What follows belongs to an exercise in optimizing a design on an open flow for small area and a short achievable clock period; a production flow would make more cautious choices. Only simulation tests tie the RTL to the original design; equivalence was not proved. Power is estimated from default activity; no workload was simulated. The clock port is modelled as an ideal driver; clocking choices that lean on that would not hold on a real chip.

== wip/cedar ==
==> flow/design.v (excerpt) <==
module sync_fifo #(parameter depth=64,parameter n=8,parameter addr_n=6)(input [n-1:0]din,input clk,rst,w_en,r_en,output reg [n-1:0]dout,output full,empty);
For scale: roughly 1200 cells after synthesis, about 550 flip-flops, roughly 22 I/O pins, roughly 20000 µm² of cells after synthesis.
clock: 4.0 ns
lec_check: 0
cap_margin: 20
core_margin: 2
core_utilization: 60
setup_slack_margin: 2.2
slew_margin: 20
tns_end_percent: 20
standard.sh (not shown) runs the stock make flow with config.mk's settings and CLKGATE_MAP_FILE= SYNTH_SCRIPT=/design/flow/synth_recipe.tcl, a recipe that flattens the netlist after the stock synthesis.
==> flow/flow/run.sh <==
#!/bin/bash
# Standard ORFS layout (the standard.sh) with three changes:
#  - ports are buffered with buf_4 instead of the delay cell buffer_ports picks by default;
#  - CTS uses larger sink clusters and no dummy loads;
#  - a222oi_1 (only one, weak drive strength) is kept out of mapping; the platform's
#    own don't-use list is repeated since this setting replaces it.
set -euo pipefail
bash standard.sh \
  "BUFFER_PORTS_ARGS=-buffer_cell sky130_fd_sc_hd__buf_4" \
  "CTS_ARGS=-sink_clustering_enable -repair_clock_nets -sink_clustering_size 25 -sink_clustering_max_diameter 100 -dont_use_dummy_load" \
  "DONT_USE_CELLS=sky130_fd_sc_hd__probe_p_8 sky130_fd_sc_hd__probec_p_8 sky130_fd_sc_hd__lpflow_bleeder_1 sky130_fd_sc_hd__lpflow_clkbufkapwr_1 sky130_fd_sc_hd__lpflow_clkbufkapwr_16 sky130_fd_sc_hd__lpflow_clkbufkapwr_2 sky130_fd_sc_hd__lpflow_clkbufkapwr_4 sky130_fd_sc_hd__lpflow_clkbufkapwr_8 sky130_fd_sc_hd__lpflow_clkinvkapwr_1 sky130_fd_sc_hd__lpflow_clkinvkapwr_16 sky130_fd_sc_hd__lpflow_clkinvkapwr_2 sky130_fd_sc_hd__lpflow_clkinvkapwr_4 sky130_fd_sc_hd__lpflow_clkinvkapwr_8 sky130_fd_sc_hd__lpflow_decapkapwr_12 sky130_fd_sc_hd__lpflow_decapkapwr_3 sky130_fd_sc_hd__lpflow_decapkapwr_4 sky130_fd_sc_hd__lpflow_decapkapwr_6 sky130_fd_sc_hd__lpflow_decapkapwr_8 sky130_fd_sc_hd__lpflow_inputiso0n_1 sky130_fd_sc_hd__lpflow_inputiso0p_1 sky130_fd_sc_hd__lpflow_inputiso1n_1 sky130_fd_sc_hd__lpflow_inputiso1p_1 sky130_fd_sc_hd__lpflow_inputisolatch_1 sky130_fd_sc_hd__lpflow_isobufsrc_1 sky130_fd_sc_hd__lpflow_isobufsrc_16 sky130_fd_sc_hd__lpflow_isobufsrc_2 sky130_fd_sc_hd__lpflow_isobufsrc_4 sky130_fd_sc_hd__lpflow_isobufsrc_8 sky130_fd_sc_hd__lpflow_isobufsrckapwr_16 sky130_fd_sc_hd__lpflow_lsbuf_lh_hl_isowell_tap_1 sky130_fd_sc_hd__lpflow_lsbuf_lh_hl_isowell_tap_2 sky130_fd_sc_hd__lpflow_lsbuf_lh_hl_isowell_tap_4 sky130_fd_sc_hd__lpflow_lsbuf_lh_isowell_4 sky130_fd_sc_hd__lpflow_lsbuf_lh_isowell_tap_1 sky130_fd_sc_hd__lpflow_lsbuf_lh_isowell_tap_2 sky130_fd_sc_hd__lpflow_lsbuf_lh_isowell_tap_4 sky130_fd_sc_hd__a222oi_1" \
  SKIP_INCREMENTAL_REPAIR=1 \
  finish > standard.log 2>&1
diff inputs: wip/cedar => wip/xenon
--- a/flow/flow/run.sh
+++ b/flow/flow/run.sh
@@ -9,5 +9,4 @@
   "BUFFER_PORTS_ARGS=-buffer_cell sky130_fd_sc_hd__buf_4" \
-  "CTS_ARGS=-sink_clustering_enable -repair_clock_nets -sink_clustering_size 25 -sink_clustering_max_diameter 100 -dont_use_dummy_load" \
+  "CTS_ARGS=-sink_clustering_enable -repair_clock_nets -sink_clustering_size 30 -sink_clustering_max_diameter 100 -dont_use_dummy_load" \
   "DONT_USE_CELLS=sky130_fd_sc_hd__probe_p_8 sky130_fd_sc_hd__probec_p_8 sky130_fd_sc_hd__lpflow_bleeder_1 sky130_fd_sc_hd__lpflow_clkbufkapwr_1 sky130_fd_sc_hd__lpflow_clkbufkapwr_16 sky130_fd_sc_hd__lpflow_clkbufkapwr_2 sky130_fd_sc_hd__lpflow_clkbufkapwr_4 sky130_fd_sc_hd__lpflow_clkbufkapwr_8 sky130_fd_sc_hd__lpflow_clkinvkapwr_1 sky130_fd_sc_hd__lpflow_clkinvkapwr_16 sky130_fd_sc_hd__lpflow_clkinvkapwr_2 sky130_fd_sc_hd__lpflow_clkinvkapwr_4 sky130_fd_sc_hd__lpflow_clkinvkapwr_8 sky130_fd_sc_hd__lpflow_decapkapwr_12 sky130_fd_sc_hd__lpflow_decapkapwr_3 sky130_fd_sc_hd__lpflow_decapkapwr_4 sky130_fd_sc_hd__lpflow_decapkapwr_6 sky130_fd_sc_hd__lpflow_decapkapwr_8 sky130_fd_sc_hd__lpflow_inputiso0n_1 sky130_fd_sc_hd__lpflow_inputiso0p_1 sky130_fd_sc_hd__lpflow_inputiso1n_1 sky130_fd_sc_hd__lpflow_inputiso1p_1 sky130_fd_sc_hd__lpflow_inputisolatch_1 sky130_fd_sc_hd__lpflow_isobufsrc_1 sky130_fd_sc_hd__lpflow_isobufsrc_16 sky130_fd_sc_hd__lpflow_isobufsrc_2 sky130_fd_sc_hd__lpflow_isobufsrc_4 sky130_fd_sc_hd__lpflow_isobufsrc_8 sky130_fd_sc_hd__lpflow_isobufsrckapwr_16 sky130_fd_sc_hd__lpflow_lsbuf_lh_hl_isowell_tap_1 sky130_fd_sc_hd__lpflow_lsbuf_lh_hl_isowell_tap_2 sky130_fd_sc_hd__lpflow_lsbuf_lh_hl_isowell_tap_4 sky130_fd_sc_hd__lpflow_lsbuf_lh_isowell_4 sky130_fd_sc_hd__lpflow_lsbuf_lh_isowell_tap_1 sky130_fd_sc_hd__lpflow_lsbuf_lh_isowell_tap_2 sky130_fd_sc_hd__lpflow_lsbuf_lh_isowell_tap_4 sky130_fd_sc_hd__a222oi_1" \
-  SKIP_INCREMENTAL_REPAIR=1 \
   finish > standard.log 2>&1
--- a/flow/config.mk
+++ b/flow/config.mk
@@ -10,4 +10,4 @@
 export CORE_UTILIZATION = 60
-export SETUP_SLACK_MARGIN = 2.2
+export SETUP_SLACK_MARGIN = 2.1
 export SLEW_MARGIN = 20
-export TNS_END_PERCENT = 20
+export TNS_END_PERCENT = 10
### Flow results
When wip/xenon is measured against wip/cedar, its number of gates on the worst path with buffers counted turns out 5 lower.
wip/xenon vs. wip/cedar: total wire length went down by about 0.36%.
Looking at wip/cedar and wip/xenon, the delay of the slowest cell on the worst path is a wash.
Measured against each other, wip/cedar and wip/xenon differ in number of optimization iterations in the first detailed-route pass, the higher figure coming from wip/xenon.
Of wip/cedar and wip/xenon, the higher final instance area belongs to wip/cedar.
Cell count: wip/xenon lower than wip/cedar
Here is what was changed in the inputs of wip/willow compared with wip/xenon.
--- a/flow/flow/run.sh
+++ b/flow/flow/run.sh
@@ -9,3 +9,3 @@
   "BUFFER_PORTS_ARGS=-buffer_cell sky130_fd_sc_hd__buf_4" \
-  "CTS_ARGS=-sink_clustering_enable -repair_clock_nets -sink_clustering_size 30 -sink_clustering_max_diameter 100 -dont_use_dummy_load" \
+  "CTS_ARGS=-sink_clustering_enable -repair_clock_nets -sink_clustering_size 25 -sink_clustering_max_diameter 100 -dont_use_dummy_load" \
   "DONT_USE_CELLS=sky130_fd_sc_hd__probe_p_8 sky130_fd_sc_hd__probec_p_8 sky130_fd_sc_hd__lpflow_bleeder_1 sky130_fd_sc_hd__lpflow_clkbufkapwr_1 sky130_fd_sc_hd__lpflow_clkbufkapwr_16 sky130_fd_sc_hd__lpflow_clkbufkapwr_2 sky130_fd_sc_hd__lpflow_clkbufkapwr_4 sky130_fd_sc_hd__lpflow_clkbufkapwr_8 sky130_fd_sc_hd__lpflow_clkinvkapwr_1 sky130_fd_sc_hd__lpflow_clkinvkapwr_16 sky130_fd_sc_hd__lpflow_clkinvkapwr_2 sky130_fd_sc_hd__lpflow_clkinvkapwr_4 sky130_fd_sc_hd__lpflow_clkinvkapwr_8 sky130_fd_sc_hd__lpflow_decapkapwr_12 sky130_fd_sc_hd__lpflow_decapkapwr_3 sky130_fd_sc_hd__lpflow_decapkapwr_4 sky130_fd_sc_hd__lpflow_decapkapwr_6 sky130_fd_sc_hd__lpflow_decapkapwr_8 sky130_fd_sc_hd__lpflow_inputiso0n_1 sky130_fd_sc_hd__lpflow_inputiso0p_1 sky130_fd_sc_hd__lpflow_inputiso1n_1 sky130_fd_sc_hd__lpflow_inputiso1p_1 sky130_fd_sc_hd__lpflow_inputisolatch_1 sky130_fd_sc_hd__lpflow_isobufsrc_1 sky130_fd_sc_hd__lpflow_isobufsrc_16 sky130_fd_sc_hd__lpflow_isobufsrc_2 sky130_fd_sc_hd__lpflow_isobufsrc_4 sky130_fd_sc_hd__lpflow_isobufsrc_8 sky130_fd_sc_hd__lpflow_isobufsrckapwr_16 sky130_fd_sc_hd__lpflow_lsbuf_lh_hl_isowell_tap_1 sky130_fd_sc_hd__lpflow_lsbuf_lh_hl_isowell_tap_2 sky130_fd_sc_hd__lpflow_lsbuf_lh_hl_isowell_tap_4 sky130_fd_sc_hd__lpflow_lsbuf_lh_isowell_4 sky130_fd_sc_hd__lpflow_lsbuf_lh_isowell_tap_1 sky130_fd_sc_hd__lpflow_lsbuf_lh_isowell_tap_2 sky130_fd_sc_hd__lpflow_lsbuf_lh_isowell_tap_4 sky130_fd_sc_hd__a222oi_1" \
--- a/flow/config.mk
+++ b/flow/config.mk
@@ -10,4 +10,4 @@
 export CORE_UTILIZATION = 60
-export SETUP_SLACK_MARGIN = 2.1
+export SETUP_SLACK_MARGIN = 2.2
 export SLEW_MARGIN = 20
-export TNS_END_PERCENT = 10
+export TNS_END_PERCENT = 20
Findings:
Status: fraction of power spent switching nets parity (wip/willow, wip/xenon). The top achievable clock speed of wip/willow exceeds that of wip/xenon by about 4%. Summary of wip/willow over wip/xenon: power after layout increased 250 µW; detailed placement HPWL increased 190 µm; non-clock buffer count increased 17; instance count after placement with tap cells included essentially unchanged.

* * *

Setup of raven:
Another version of the RTL of sync_fifo (not shown whole).
Size in the first run: ~550 flip-flops.
Settings: LEC_CHECK=0, CAP_MARGIN=20, CORE_MARGIN=2, CORE_UTILIZATION=60, SETUP_SLACK_MARGIN=1.8, SLEW_MARGIN=20, TNS_END_PERCENT=10; clock period 4.0 ns.
==> flow/flow/run.sh <==
#!/bin/bash
# Standard ORFS layout (the standard.sh) with two changes:
#  - ports are buffered with buf_4 instead of the delay cell buffer_ports picks by default;
#  - CTS uses larger sink clusters and no dummy loads.
set -euo pipefail
bash standard.sh \
  "BUFFER_PORTS_ARGS=-buffer_cell sky130_fd_sc_hd__buf_4" \
  "CTS_ARGS=-sink_clustering_enable -repair_clock_nets -sink_clustering_size 30 -sink_clustering_max_diameter 100 -dont_use_dummy_load" \
  finish > standard.log 2>&1
Both conditions hold for raven: the flow ran to the end and the final layout passed the timing, DRC and antenna checks.
Relative to raven, the following input files were edited for onyx:
Settings: a change of SETUP_SLACK_MARGIN from 1.8 to 2.1.
--- a/flow/flow/run.sh
+++ b/flow/flow/run.sh
@@ -7,3 +7,3 @@
   "BUFFER_PORTS_ARGS=-buffer_cell sky130_fd_sc_hd__buf_4" \
-  "CTS_ARGS=-sink_clustering_enable -repair_clock_nets -sink_clustering_size 30 -sink_clustering_max_diameter 100 -dont_use_dummy_load" \
+  "CTS_ARGS=-sink_clustering_enable -repair_clock_nets -sink_clustering_size 25 -sink_clustering_max_diameter 100 -dont_use_dummy_load" \
   finish > standard.log 2>&1
--- outcome ---
- Delta(data arrival at the endpoint of the critical path, onyx - raven) < 0
- Comparing clock buffer count for raven and onyx, the bigger number came from onyx.
- Looking at maximum fanout along the worst path, onyx sits 14 higher than raven does.
- Going from raven to onyx, clock network fraction of design power shows an increase of 1.0 points; overall power consumption higher; area growth from synthesis to final layout moved up; maximum frequency increased by about 14% relative to the old numbers.
Input changes introduced in ember (baseline for comparison: onyx):
==> flow/run.sh (new file) <==
#!/bin/bash
# synth_recipe.tcl (not shown) runs the flow's synth.tcl, then flattens the netlist and writes it again
# the make line also repeats each setting of config.mk as NAME=value (left out here)
make -C /OpenROAD-flow-scripts/flow DESIGN_CONFIG=/design/flow/config.mk WORK_HOME=/design/flow/orfs CLKGATE_MAP_FILE= SYNTH_SCRIPT=/design/flow/synth_recipe.tcl finish
removed: flow/flow/run.sh
removed: flow/standard.sh
Findings:
ember ended with less maximum single-stage delay on the critical path than onyx.
Cell area after layout delta (ember − onyx): unfavourable
Detailed-routing iteration count for the pre-antenna-repair pass: ember vs onyx up 2
--- input diff ember..nickel ---
Settings: swapping 60 for 65 in CORE_UTILIZATION; swapping 2.1 for 2.3 in SETUP_SLACK_MARGIN; clearing TNS_END_PERCENT, which used to be 10.
Notes after the runs:
Portion of total power attributed to the clock network is higher on nickel
nickel vs. ember: register-to-register slack saw a decrease, post-detailed-routing wire length saw an increase.

* * *

sync_fifo, a different RTL version from the one above (not shown whole).
For scale: ~1200 cells after synthesis, roughly 550 flip-flops, roughly 22 I/O pins.
export LEC_CHECK = 0
export CAP_MARGIN = 20
export CORE_MARGIN = 2
export CORE_UTILIZATION = 60
export CTS_BUF_LIST = sky130_fd_sc_hd__clkbuf_4 sky130_fd_sc_hd__clkbuf_8
export SETUP_SLACK_MARGIN = 2.1
export SLEW_MARGIN = 20
export TNS_END_PERCENT = 10
create_clock -name core_clock -period 4.0 [get_ports {clk}]
run.sh (not shown) runs the stock make flow with config.mk's settings and CLKGATE_MAP_FILE= SYNTH_SCRIPT=/design/flow/synth_recipe.tcl, a recipe that flattens the netlist after the stock synthesis.
Stock flow here: none of the scripts above is used.
The first run passed the timing, DRC and antenna checks.
Then changed:
- CORE_UTILIZATION: 60 -> 65
- CTS_BUF_LIST: sky130_fd_sc_hd__clkbuf_4 sky130_fd_sc_hd__clkbuf_8 -> unset
- SETUP_SLACK_MARGIN: 2.1 -> unset
- TNS_END_PERCENT: 10 -> unset
Effect: The new run ran to the end with no violations. Design area fell by 5.6%. Worst setup slack gets worse by 0.80 ns. Non-clock buffer count goes down by 59. Combinational power fell by 22%. Die area goes down by 7.5%. Routed wire length shrinks by 10%.
Then changed:
- CORE_UTILIZATION: 65 -> 60
- CTS_BUF_LIST: unset -> sky130_fd_sc_hd__clkbuf_8
- CTS_CLUSTER_SIZE: unset -> 25
- SETUP_SLACK_MARGIN: unset -> 2.1
- TNS_END_PERCENT: unset -> 10
Global-route usage came out higher by 1.5 points.
Maximum frequency went up by a quarter to a third.
Die area rose by a little under a tenth.
Worst setup slack improves by 0.73 ns.
Cell count grows by roughly a tenth.

* * *

== build 91 ==
sync_fifo with an RTL version that a note above also has.
Size in the first run: ~1200 cells after synthesis, roughly 20000 um^2 of cells after synthesis.
==> flow/config.mk <==
export PLATFORM = sky130hd
export DESIGN_NAME = sync_fifo
export DESIGN_NICKNAME = sync_fifo
export VERILOG_FILES = /design/flow/design.v
export SDC_FILE = /design/flow/constraint.sdc
export NUM_CORES = 4
export LEC_CHECK = 0
export CAP_MARGIN = 20
export CORE_MARGIN = 2
export CORE_UTILIZATION = 60
export CTS_CLUSTER_DIAMETER = 100
export CTS_CLUSTER_SIZE = 30
export SETUP_SLACK_MARGIN = 2.1
export SLEW_MARGIN = 20
export TNS_END_PERCENT = 10
==> flow/constraint.sdc <==
create_clock -name core_clock -period 4.0 [get_ports {clk}]
set_input_delay 0.8000 -clock core_clock [delete_from_list [all_inputs] [get_ports {clk}]]
set_output_delay 0.8000 -clock core_clock [all_outputs]
set_load 0.01 [all_outputs]
## Diff of input files: build 71 against build 91
Settings: CTS_CLUSTER_DIAMETER no longer set, was 100; CTS_CLUSTER_SIZE no longer set, was 30.
==> flow/flow/run.sh (new file) <==
#!/bin/bash
# Standard ORFS layout (the standard.sh) with two changes:
#  - ports are buffered with buf_4 instead of the delay cell buffer_ports picks by default;
#  - CTS uses larger sink clusters and no dummy loads.
set -euo pipefail
bash standard.sh \
  "BUFFER_PORTS_ARGS=-buffer_cell sky130_fd_sc_hd__buf_4" \
  "CTS_ARGS=-sink_clustering_enable -repair_clock_nets -sink_clustering_size 30 -sink_clustering_max_diameter 100 -dont_use_dummy_load" \
  finish > standard.log 2>&1
==> flow/standard.sh (new file) <==
#!/bin/bash
# synth_recipe.tcl (not shown) runs the flow's synth.tcl, then flattens the netlist and writes it again
# the make line also repeats each setting of config.mk as NAME=value (left out here)
make -C /OpenROAD-flow-scripts/flow DESIGN_CONFIG=/design/flow/config.mk WORK_HOME=/design/flow/orfs CLKGATE_MAP_FILE= SYNTH_SCRIPT=/design/flow/synth_recipe.tcl "${@:-finish}"
removed: flow/run.sh
==> summary.txt <==
Comparing the two runs side by side, build 71 comes out ahead of build 91 on final area.
Build 71 against build 91: pin count of the biggest net entering global routing neither gained nor lost much; shortest clock period the worst path allows after layout moved down; fmax increased about 2%; non-clock inverter instance count of the final layout moved up.
Between build 91 and build 71, the core utilization is higher for build 91.
Build 71 vs build 91: non-clock buffer count down by a little under 10%
Comparing total power for build 91 and build 71, the bigger number came from build 91.
Compared with build 91, build 71 shows a lower part of the cycle the worst path needs.
Higher peak fanout along the critical path goes to build 71 over build 91.

[afterwards: timing with drivers on the ports]
Ports are ideal in the flow. The routed layouts listed here were re-timed in OpenROAD. Step 1, drivers: a clkbuf_16 drives clk and a buf_2 each remaining input, both assumed. Step 2 moves the port delays by t, midway between the first and last clock arrival at a register: inputs arrive t later, outputs are due t later. That takes back most of the time a late clock gives input paths. a / b / c = no drivers / after step 1 / after step 2; a / b = the first two.
run | shift t [ns] | setup WS [ns] | worst slew at a driven data input, ns | cell pins on the clock port's net
wip/cedar | 0.591 | 2.099 / 2.082 / 1.665 | 0.04 | 1
wip/xenon | 0.595 | 2.059 / 2.006 / 1.662 | 0.03 | 1
wip/willow | 0.589 | 2.136 / 2.083 / 1.658 | 0.04 | 1
raven | 0.594 | 1.659 / 1.659 / 1.278 | 0.04 | 1
onyx | 0.623 | 1.955 / 1.955 / 1.594 | 0.04 | 1
ember | 0.628 | 1.989 / 1.961 / 1.445 | 0.03 | 1
nickel | 0.619 | 1.844 / 1.844 / 1.663 | 0.03 | 1
the first run of note 3 | 0.681 | 1.869 / 1.856 / 1.609 | 0.03 | 1
the second run of note 3 | 0.607 | 1.071 / 1.071 / 0.916 | 0.03 | 1
the third run of note 3 | 0.689 | 1.805 / 1.805 / 1.608 | 0.03 | 1
build 91 | 0.616 | 1.932 / 1.923 / 1.431 | 0.03 | 1
build 71 | 0.603 | 1.975 / 1.975 / 1.614 | 0.04 | 1
After both steps every run listed still meets setup and hold. For ember, which loses most, drivers alone change the setup slack by -0.028 ns; drivers and shift together by -0.544 ns.
